This is an optimization exercise on Yosys and OpenROAD, whose aim is small area, not a production implementation.
Function was checked by simulation only, so behaviour that the tests miss may differ from the original.

==> trial 15: inputs <==
==> flow/design.v (excerpt) <==
module nco (
	input  wire        clk_i,
	input  wire        rst_n,
	input  wire [31:0] acc_i,
	output wire [15:0] cos_o,
	output wire [15:0] sin_o
);
==> flow/config.mk <==
export PLATFORM = sky130hd
export DESIGN_NAME = nco
export DESIGN_NICKNAME = nco
export VERILOG_FILES = /design/flow/design.v
export SDC_FILE = /design/flow/constraint.sdc
export NUM_CORES = 4
export LEC_CHECK = 0
export CAP_MARGIN = 20
export CORE_MARGIN = 2
export CORE_UTILIZATION = 40
export CTS_BUF_LIST = sky130_fd_sc_hd__clkbuf_16
export CTS_CLUSTER_DIAMETER = 100
export CTS_CLUSTER_SIZE = 30
export SLEW_MARGIN = 20
==> flow/constraint.sdc <==
create_clock -name core_clock -period 5.0 [get_ports {clk_i}]
set_input_delay 1.0000 -clock core_clock [delete_from_list [all_inputs] [get_ports {clk_i}]]
set_output_delay 1.0000 -clock core_clock [all_outputs]
set_load 0.01 [all_outputs]
standard.sh (not shown) runs the stock make flow with config.mk's settings and CLKGATE_MAP_FILE= SYNTH_SCRIPT=/design/flow/synth_recipe.tcl, a recipe that flattens the netlist after the stock synthesis.
==> flow/flow/run.sh <==
#!/bin/bash
# The standard ORFS layout (standard.sh) with two changes passed as make variables:
#  - ports are buffered with sky130_fd_sc_hd__buf_1 (every input and output still gets a buffer)
#  - CTS does not insert dummy load cells
#  - timing-driven global placement does not keep the resizer's buffers (GPL_KEEP_OVERFLOW=0)
#  - the post-CTS and post-route timing repairs aim for 0.15 ns of setup slack
# The full output of the run is kept in standard.log; ORFS keeps its per-step logs under orfs/logs.
set -o pipefail
bash standard.sh \
  "BUFFER_PORTS_ARGS=-buffer_cell sky130_fd_sc_hd__buf_1" \
  "CTS_ARGS=-sink_clustering_enable -repair_clock_nets -sink_clustering_size 18 -sink_clustering_max_diameter 80 -buf_list sky130_fd_sc_hd__clkbuf_8 -dont_use_dummy_load" \
  "GPL_KEEP_OVERFLOW=0" \
  "SETUP_SLACK_MARGIN=0.15" \
  finish > standard.log 2>&1
==> inputs of trial 56, as changes to trial 15 <==
==> flow/flow/run.sh (replaced) <==
#!/bin/bash
# The standard ORFS layout (standard.sh) with two changes passed as make variables:
#  - ports are buffered with sky130_fd_sc_hd__buf_1 (every input and output still gets a buffer)
#  - CTS does not insert dummy load cells
# The full output of the run is kept in standard.log; ORFS keeps its per-step logs under orfs/logs.
set -o pipefail
bash standard.sh \
  "BUFFER_PORTS_ARGS=-buffer_cell sky130_fd_sc_hd__buf_1" \
  "CTS_ARGS=-sink_clustering_enable -repair_clock_nets -sink_clustering_size 18 -sink_clustering_max_diameter 80 -buf_list sky130_fd_sc_hd__clkbuf_8 -dont_use_dummy_load" \
  finish > standard.log 2>&1
==> inputs of trial 59, as changes to trial 15 <==
==> flow/flow/run.sh (replaced) <==
#!/bin/bash
# The standard ORFS layout (standard.sh) with two changes passed as make variables:
#  - ports are buffered with sky130_fd_sc_hd__buf_1 (every input and output still gets a buffer)
#  - CTS does not insert dummy load cells
#  - timing-driven global placement does not keep the resizer's buffers (GPL_KEEP_OVERFLOW=0)
# The full output of the run is kept in standard.log; ORFS keeps its per-step logs under orfs/logs.
set -o pipefail
bash standard.sh \
  "BUFFER_PORTS_ARGS=-buffer_cell sky130_fd_sc_hd__buf_1" \
  "CTS_ARGS=-sink_clustering_enable -repair_clock_nets -sink_clustering_size 30 -sink_clustering_max_diameter 100 -buf_list sky130_fd_sc_hd__clkbuf_16 -dont_use_dummy_load" \
  "GPL_KEEP_OVERFLOW=0" \
  finish > standard.log 2>&1
==> inputs of build 34, as changes to trial 15 <==
==> flow/flow/run.sh (replaced) <==
#!/bin/bash
# The standard ORFS layout (standard.sh) with two changes passed as make variables:
#  - ports are buffered with sky130_fd_sc_hd__buf_1 (every input and output still gets a buffer)
#  - CTS does not insert dummy load cells
# The full output of the run is kept in standard.log; ORFS keeps its per-step logs under orfs/logs.
set -o pipefail
bash standard.sh \
  "BUFFER_PORTS_ARGS=-buffer_cell sky130_fd_sc_hd__buf_1" \
  "CTS_ARGS=-sink_clustering_enable -repair_clock_nets -sink_clustering_size 30 -sink_clustering_max_diameter 100 -buf_list sky130_fd_sc_hd__clkbuf_16 -dont_use_dummy_load" \
  finish > standard.log 2>&1
==> run_results.csv <==
group,metric,value,unit
finish,signal_buffers,128,
sta,fin_skew,31.6,ps
placed_design,post-dp-hpwl,45800,microns
finish,fin_cells,3750,
placed_design,dp_worst_setup_slack,-517,ps
drt,drt_wl_total,60700,microns
sta,whs,266,ps
finish,multi_input_area_share,57.4,%
hold_path,hp-class,"in -> async",
drt,num_vias,19400,
worst_setup_path,rrSetupSlack,80,ps
worst_setup_path,cp.arrival,5420,ps
outcome,status,"finished clean",
finish,post-route-util,44.4,%
grt,grt_pass1_vias,19600,
# the run above: trial 59

==> run_results.csv <==
group,metric,value,unit
outcome,status,"finished clean",
worst_setup_path,rrSetupSlack,190,ps
worst_setup_path,cp.arrival,5290,ps
placed_design,dp_worst_setup_slack,-62.9,ps
grt,grt_pass1_vias,20100,
sta,whs,286,ps
hold_path,hp-class,"reg -> reg",
drt,num_vias,19800,
drt,drt_wl_total,62500,microns
# the run above: build 34

==> run_results.csv <==
group,metric,value,unit
drt,num_vias,19800,
worst_setup_path,cp.arrival,5300,ps
sta,fin_skew,64.0,ps
drt,drt_wl_total,62900,microns
worst_setup_path,rrSetupSlack,200,ps
sta,whs,302,ps
finish,post-route-util,45.0,%
placed_design,post-dp-hpwl,49000,microns
outcome,status,"finished clean",
finish,multi_input_area_share,55.4,%
# the run above: trial 56

==> run_results.csv <==
group,metric,value,unit
floorplanning,die_h,260,microns
floorplanning,core-area,65400,sq um
finish,fin_cells,3795,
worst_setup_path,rrSetupSlack,160,ps
cts,cts_buffer_depth,3,
finish,multi_input_area_share,57.1,%
finish,signal_buffers,158,
sta,whs,205,ps
drt,num_vias,19700,
hold_path,hp-class,"in -> async",
sta,tns,0,ps
placed_design,post-dp-hpwl,46200,microns
sta,fin_skew,51.9,ps
placed_design,dp_worst_setup_slack,-547,ps
grt,grt_pass1_vias,19500,
finish,post-route-util,45.0,%
outcome,status,"finished clean",
worst_setup_path,cp.arrival,5370,ps
drt,drt_wl_total,62200,microns
# the run above: trial 15



==> 07-08 <==
Another version of the RTL of nco (not shown whole).
export LEC_CHECK = 0
export CAP_MARGIN = 20
export CORE_MARGIN = 2
export CORE_UTILIZATION = 40
export CTS_BUF_LIST = sky130_fd_sc_hd__clkbuf_16
export CTS_CLUSTER_DIAMETER = 100
export CTS_CLUSTER_SIZE = 30
export SLEW_MARGIN = 20
create_clock -name core_clock -period 5.0 [get_ports {clk_i}]
==> flow/flow/run.sh <==
#!/bin/bash
# The standard ORFS layout (standard.sh) with these changes passed as make variables:
#  - ports are buffered with sky130_fd_sc_hd__buf_1 (every input and output still gets a buffer)
#  - CTS does not insert dummy load cells
#  - timing-driven global placement does not keep the resizer's buffers (GPL_KEEP_OVERFLOW=0);
#    timing is repaired later by the standard post-CTS and post-route repair steps
# The full output of the run is kept in standard.log; ORFS keeps its per-step logs under orfs/logs.
set -o pipefail
bash standard.sh \
  "BUFFER_PORTS_ARGS=-buffer_cell sky130_fd_sc_hd__buf_1" \
  "CTS_ARGS=-sink_clustering_enable -repair_clock_nets -sink_clustering_size 30 -sink_clustering_max_diameter 100 -buf_list sky130_fd_sc_hd__clkbuf_16 -dont_use_dummy_load" \
  "GPL_KEEP_OVERFLOW=0" \
  finish > standard.log 2>&1
==> 03-26 (differences from 07-08) <==
==> flow/run.sh (new file) <==
#!/bin/bash
# synth_recipe.tcl (not shown) runs the flow's synth.tcl, then flattens the netlist and writes it again
# the make line also repeats each setting of config.mk as NAME=value (left out here)
make -C /OpenROAD-flow-scripts/flow DESIGN_CONFIG=/design/flow/config.mk WORK_HOME=/design/flow/orfs CLKGATE_MAP_FILE= SYNTH_SCRIPT=/design/flow/synth_recipe.tcl finish
removed: flow/flow/run.sh
removed: flow/standard.sh
==> comparison <==
In 07-08 the core utilization is lower than in 03-26, by 1.7 points.
Area after synthesis is the same in 07-08 and 03-26.
Cell count: 07-08 is smaller than 03-26 (about 3.3%).
In die area, 07-08 and 03-26 do not differ.
Sequential share of layout area: 07-08 is higher than 03-26 (1.2 points).
Worst setup slack: 03-26 is better than 07-08 (21 ps).
==> figures <==
metric                                                              07-08        03-26
Worst-case hold slack                                              228 ps       318 ps
Final Critical Period                                             4780 ps      4760 ps
Run status                               no timing/DRC/antenna violations  no timing/DRC/antenna violations
Fin worst setup slack                                              215 ps       236 ps
Source of the critical timing path                                 r13_d9     r13_y[9]
Via count normalized by instance count                               5.16         5.17
Clock-cell share                                                    2.12%        3.25%
Number of fill cells                                                 6574         6350
Maximum number of pins on one net before global-route repair           72           42
Clock tree skew after final layout                                66.9 ps      41.6 ps


==> inputs of job 1327 <==
Another version of the RTL of nco (not shown whole).
==> flow/design.v (excerpt) <==
module nco (
	input  wire        clk_i,
	input  wire        rst_n,
	input  wire [31:0] acc_i,
	output wire [15:0] cos_o,
	output wire [15:0] sin_o
);
reg [7:0] L0, L1, L2, L3; reg [7:0] D1a, D2a, D2b, D3a, D3b, D3c; reg c0r, c1r, c2r;
wire [8:0] s1;
wire [9:0] c2;
assign c2[0] = 1'b0;
assign s1[0] = L0[0] ^ acc_i[0] ^ c2[0];
assign c2[1] = (L0[0] & acc_i[0]) | (c2[0] & (L0[0] ^ acc_i[0]));
assign s1[1] = L0[1] ^ acc_i[1] ^ c2[1];
assign c2[2] = (L0[1] & acc_i[1]) | (c2[1] & (L0[1] ^ acc_i[1]));
assign s1[2] = L0[2] ^ acc_i[2] ^ c2[2];
assign c2[3] = (L0[2] & acc_i[2]) | (c2[2] & (L0[2] ^ acc_i[2]));
assign s1[3] = L0[3] ^ acc_i[3] ^ c2[3];
assign c2[4] = (L0[3] & acc_i[3]) | (c2[3] & (L0[3] ^ acc_i[3]));
assign s1[4] = L0[4] ^ acc_i[4] ^ c2[4];
assign c2[5] = (L0[4] & acc_i[4]) | (c2[4] & (L0[4] ^ acc_i[4]));
assign s1[5] = L0[5] ^ acc_i[5] ^ c2[5];
assign c2[6] = (L0[5] & acc_i[5]) | (c2[5] & (L0[5] ^ acc_i[5]));
assign s1[6] = L0[6] ^ acc_i[6] ^ c2[6];
assign c2[7] = (L0[6] & acc_i[6]) | (c2[6] & (L0[6] ^ acc_i[6]));
assign s1[7] = L0[7] ^ acc_i[7] ^ c2[7];
assign c2[8] = (L0[7] & acc_i[7]) | (c2[7] & (L0[7] ^ acc_i[7]));
assign s1[8] = 1'b0 ^ 1'b0 ^ c2[8];
assign c2[9] = (1'b0 & 1'b0) | (c2[8] & (1'b0 ^ 1'b0));
wire [8:0] ch0 = s1;
wire [8:0] s3;
wire [9:0] c4;
assign c4[0] = c0r;
assign s3[0] = L1[0] ^ D1a[0] ^ c4[0];
assign c4[1] = (L1[0] & D1a[0]) | (c4[0] & (L1[0] ^ D1a[0]));
assign s3[1] = L1[1] ^ D1a[1] ^ c4[1];
assign c4[2] = (L1[1] & D1a[1]) | (c4[1] & (L1[1] ^ D1a[1]));
assign s3[2] = L1[2] ^ D1a[2] ^ c4[2];
assign c4[3] = (L1[2] & D1a[2]) | (c4[2] & (L1[2] ^ D1a[2]));
assign s3[3] = L1[3] ^ D1a[3] ^ c4[3];
assign c4[4] = (L1[3] & D1a[3]) | (c4[3] & (L1[3] ^ D1a[3]));
assign s3[4] = L1[4] ^ D1a[4] ^ c4[4];
assign c4[5] = (L1[4] & D1a[4]) | (c4[4] & (L1[4] ^ D1a[4]));
assign s3[5] = L1[5] ^ D1a[5] ^ c4[5];
assign c4[6] = (L1[5] & D1a[5]) | (c4[5] & (L1[5] ^ D1a[5]));
assign s3[6] = L1[6] ^ D1a[6] ^ c4[6];
assign c4[7] = (L1[6] & D1a[6]) | (c4[6] & (L1[6] ^ D1a[6]));
assign s3[7] = L1[7] ^ D1a[7] ^ c4[7];
assign c4[8] = (L1[7] & D1a[7]) | (c4[7] & (L1[7] ^ D1a[7]));
assign s3[8] = 1'b0 ^ 1'b0 ^ c4[8];
assign c4[9] = (1'b0 & 1'b0) | (c4[8] & (1'b0 ^ 1'b0));
wire [8:0] ch1 = s3;
wire [8:0] s5;
wire [9:0] c6;
assign c6[0] = c1r;
assign s5[0] = L2[0] ^ D2b[0] ^ c6[0];
assign c6[1] = (L2[0] & D2b[0]) | (c6[0] & (L2[0] ^ D2b[0]));
  ...
Settings: LEC_CHECK=0, CAP_MARGIN=20, CORE_MARGIN=2, CORE_UTILIZATION=40, CTS_BUF_LIST=sky130_fd_sc_hd__clkbuf_8, CTS_CLUSTER_DIAMETER=60, CTS_CLUSTER_SIZE=16, SLEW_MARGIN=20; clock period 5.0 ns.
run.sh (not shown) runs the stock make flow with config.mk's settings and CLKGATE_MAP_FILE= SYNTH_SCRIPT=/design/flow/synth_recipe.tcl, a recipe that flattens the netlist after the stock synthesis.
Stock flow here: none of the scripts above is used.
==> job 5329 (differences from job 1327) <==
CAP_MARGIN = 0   (was 20)
CTS_BUF_LIST = sky130_fd_sc_hd__clkbuf_16   (was sky130_fd_sc_hd__clkbuf_8)
CTS_CLUSTER_DIAMETER = 100   (was 60)
CTS_CLUSTER_SIZE = 30   (was 16)
SLEW_MARGIN = 0   (was 20)
==> job 7626 (differences from job 1327) <==
CTS_BUF_LIST = sky130_fd_sc_hd__clkbuf_16   (was sky130_fd_sc_hd__clkbuf_8)
CTS_CLUSTER_DIAMETER = 100   (was 60)
CTS_CLUSTER_SIZE = 30   (was 16)
==> run summary <==
Job 7626 completed without violations. Job 5329 finished clean. Job 1327 went through all stages and came out clean. Against job 1327, the global-route usage of job 5329 is lower by 0.20 points. Cell count is the same in job 7626 and job 5329. In non-clock buffer count, job 1327 and job 7626 do not differ. Wire length, lowest first: job 7626, job 5329, job 1327. The lowest via count belongs to job 7626, the highest to job 1327. Fmax: job 5329 < job 7626 < job 1327. Flip-flop and latch count is the same in job 1327 and job 5329.


==> inputs of juniper <==
RTL: one of the versions met above, not the one the previous note started from.
==> flow/config.mk <==
export PLATFORM = sky130hd
export DESIGN_NAME = nco
export DESIGN_NICKNAME = nco
export VERILOG_FILES = /design/flow/design.v
export SDC_FILE = /design/flow/constraint.sdc
export NUM_CORES = 4
export LEC_CHECK = 0
export CAP_MARGIN = 20
export CORE_MARGIN = 2
export CORE_UTILIZATION = 40
export CTS_BUF_LIST = sky130_fd_sc_hd__clkbuf_16
export CTS_CLUSTER_DIAMETER = 100
export CTS_CLUSTER_SIZE = 30
export SLEW_MARGIN = 20
==> flow/constraint.sdc <==
create_clock -name core_clock -period 5.0 [get_ports {clk_i}]
set_input_delay 1.0000 -clock core_clock [delete_from_list [all_inputs] [get_ports {clk_i}]]
set_output_delay 1.0000 -clock core_clock [all_outputs]
set_load 0.01 [all_outputs]
standard.sh (not shown) runs the stock make flow with config.mk's settings and CLKGATE_MAP_FILE= SYNTH_SCRIPT=/design/flow/synth_recipe.tcl, a recipe that flattens the netlist after the stock synthesis.
==> flow/flow/run.sh <==
#!/bin/bash
# The standard ORFS layout (standard.sh) with these changes passed as make variables:
#  - ports are buffered with sky130_fd_sc_hd__buf_1 (every input and output still gets a buffer)
#  - CTS does not insert dummy load cells
#  - timing-driven global placement does not keep the resizer's buffers (GPL_KEEP_OVERFLOW=0)
#  - the post-CTS and post-route timing repairs aim for 0.1 ns of setup slack
# The full output of the run is kept in standard.log; ORFS keeps its per-step logs under orfs/logs.
set -o pipefail
bash standard.sh \
  "BUFFER_PORTS_ARGS=-buffer_cell sky130_fd_sc_hd__buf_1" \
  "CTS_ARGS=-sink_clustering_enable -repair_clock_nets -sink_clustering_size 18 -sink_clustering_max_diameter 80 -buf_list sky130_fd_sc_hd__clkbuf_8 -dont_use_dummy_load" \
  "GPL_KEEP_OVERFLOW=0" \
  "SETUP_SLACK_MARGIN=0.1" \
  finish > standard.log 2>&1
==> inputs of sierra, as changes to juniper <==
==> flow/flow/run.sh (replaced) <==
#!/bin/bash
# Standard layout, unchanged; keeps its full output in standard.log
bash standard.sh > standard.log 2>&1
==> inputs of violet, as changes to juniper <==
==> flow/flow/run.sh (replaced) <==
#!/bin/bash
# The standard ORFS layout (standard.sh) with two changes passed as make variables:
#  - ports are buffered with sky130_fd_sc_hd__buf_1 (every input and output still gets a buffer)
#  - CTS does not insert dummy load cells
# The full output of the run is kept in standard.log; ORFS keeps its per-step logs under orfs/logs.
set -o pipefail
bash standard.sh \
  "BUFFER_PORTS_ARGS=-buffer_cell sky130_fd_sc_hd__buf_1" \
  "CTS_ARGS=-sink_clustering_enable -repair_clock_nets -sink_clustering_size 18 -sink_clustering_max_diameter 80 -buf_list sky130_fd_sc_hd__clkbuf_8 -dont_use_dummy_load" \
  finish > standard.log 2>&1
==> inputs of willow, as changes to juniper <==
==> flow/flow/run.sh (replaced) <==
#!/bin/bash
# The standard ORFS layout (standard.sh) with two changes passed as make variables:
#  - ports are buffered with sky130_fd_sc_hd__buf_1 (every input and output still gets a buffer)
#  - CTS does not insert dummy load cells
#  - global placement is not timing-driven (timing is repaired by the later standard steps)
# The full output of the run is kept in standard.log; ORFS keeps its per-step logs under orfs/logs.
set -o pipefail
bash standard.sh \
  "BUFFER_PORTS_ARGS=-buffer_cell sky130_fd_sc_hd__buf_1" \
  "CTS_ARGS=-sink_clustering_enable -repair_clock_nets -sink_clustering_size 30 -sink_clustering_max_diameter 100 -buf_list sky130_fd_sc_hd__clkbuf_16 -dont_use_dummy_load" \
  "GPL_TIMING_DRIVEN=0" \
  finish > standard.log 2>&1
==> summary of the runs <==
Sequential share of layout area: violet > juniper > willow > sierra. Synthesized cell count is the same in violet and sierra. Routed wire length: juniper < violet < willow < sierra. In critical path depth, willow and violet do not differ.
==> figures <==
Final min period: sierra 4.764 ns; violet 4.694 ns; juniper 4.762 ns; willow 4.796 ns
Worst Hold Class: sierra reg2reg; violet reg2reg; juniper in2async; willow in2async
Setup Fix Bufs, Post-CTS: sierra 0; violet 0; juniper 9; willow 6
H-tree depth: sierra 1; violet 2; juniper 2; willow 1
Final area over synthesized area: sierra 1.1370x; violet 1.0880x; juniper 1.0972x; willow 1.0992x
Capturing instance or port of the critical path: sierra r14_y[16]; violet r16_y[16]; juniper r13_y[16]; willow r12_x[12]
Initial antenna violation count: sierra 0; violet 1; juniper 2; willow 1
Fraction of the core area covered by cells at the end of the flow: sierra 45.79%; violet 43.82%; juniper 44.19%; willow 44.27%
Cell count of the worst hold path: sierra 0; violet 0; juniper -; willow -
Status: sierra no timing/DRC/antenna violations; violet no timing/DRC/antenna violations; juniper no timing/DRC/antenna violations; willow no timing/DRC/antenna violations

afterwards: timing with drivers on the ports:
The flow's constraints put no driver on any port. The routed layouts listed below were extracted and timed again, unchanged, in two steps. Step 1, drivers: a clkbuf_16 drives clk_i and a buf_2 each remaining input, both assumed. Step 2 also shifts input and output timing later by t, the mid clock arrival at the registers, as if the neighbouring blocks saw the same clock. Slacks: ideal ports / drivers / drivers and shift; pairs: ideal ports / drivers.
| run | t, ns | setup slack, ns | worst setup path after step 2 | worst register clock-pin slew, ns |
|---|---|---|---|---|
| trial 15 | 0.634 | 0.158 / 0.158 / 0.158 | register to register | 0.11 / 0.11 |
| trial 56 | 0.643 | 0.200 / 0.200 / 0.200 | register to register | 0.11 / 0.11 |
| trial 59 | 0.607 | 0.081 / 0.081 / 0.081 | register to register | 0.11 / 0.11 |
| build 34 | 0.613 | 0.189 / 0.189 / 0.189 | register to register | 0.12 / 0.12 |
| 07-08 | 0.611 | 0.215 / 0.215 / 0.215 | register to register | 0.11 / 0.11 |
| 03-26 | 0.648 | 0.236 / 0.236 / 0.236 | register to register | 0.11 / 0.11 |
| job 1327 | 0.682 | 0.308 / 0.308 / 0.308 | register to register | 0.10 / 0.10 |
| job 5329 | 0.648 | 0.246 / 0.246 / 0.246 | register to register | 0.11 / 0.11 |
| job 7626 | 0.648 | 0.248 / 0.248 / 0.248 | register to register | 0.11 / 0.11 |
| juniper | 0.660 | 0.238 / 0.238 / 0.238 | register to register | 0.11 / 0.11 |
| sierra | 0.648 | 0.236 / 0.236 / 0.236 | register to register | 0.11 / 0.11 |
| violet | 0.637 | 0.306 / 0.306 / 0.306 | register to register | 0.11 / 0.11 |
| willow | 0.614 | 0.204 / 0.204 / 0.204 | register to register | 0.11 / 0.11 |
After both steps setup and hold are still met in every run listed.
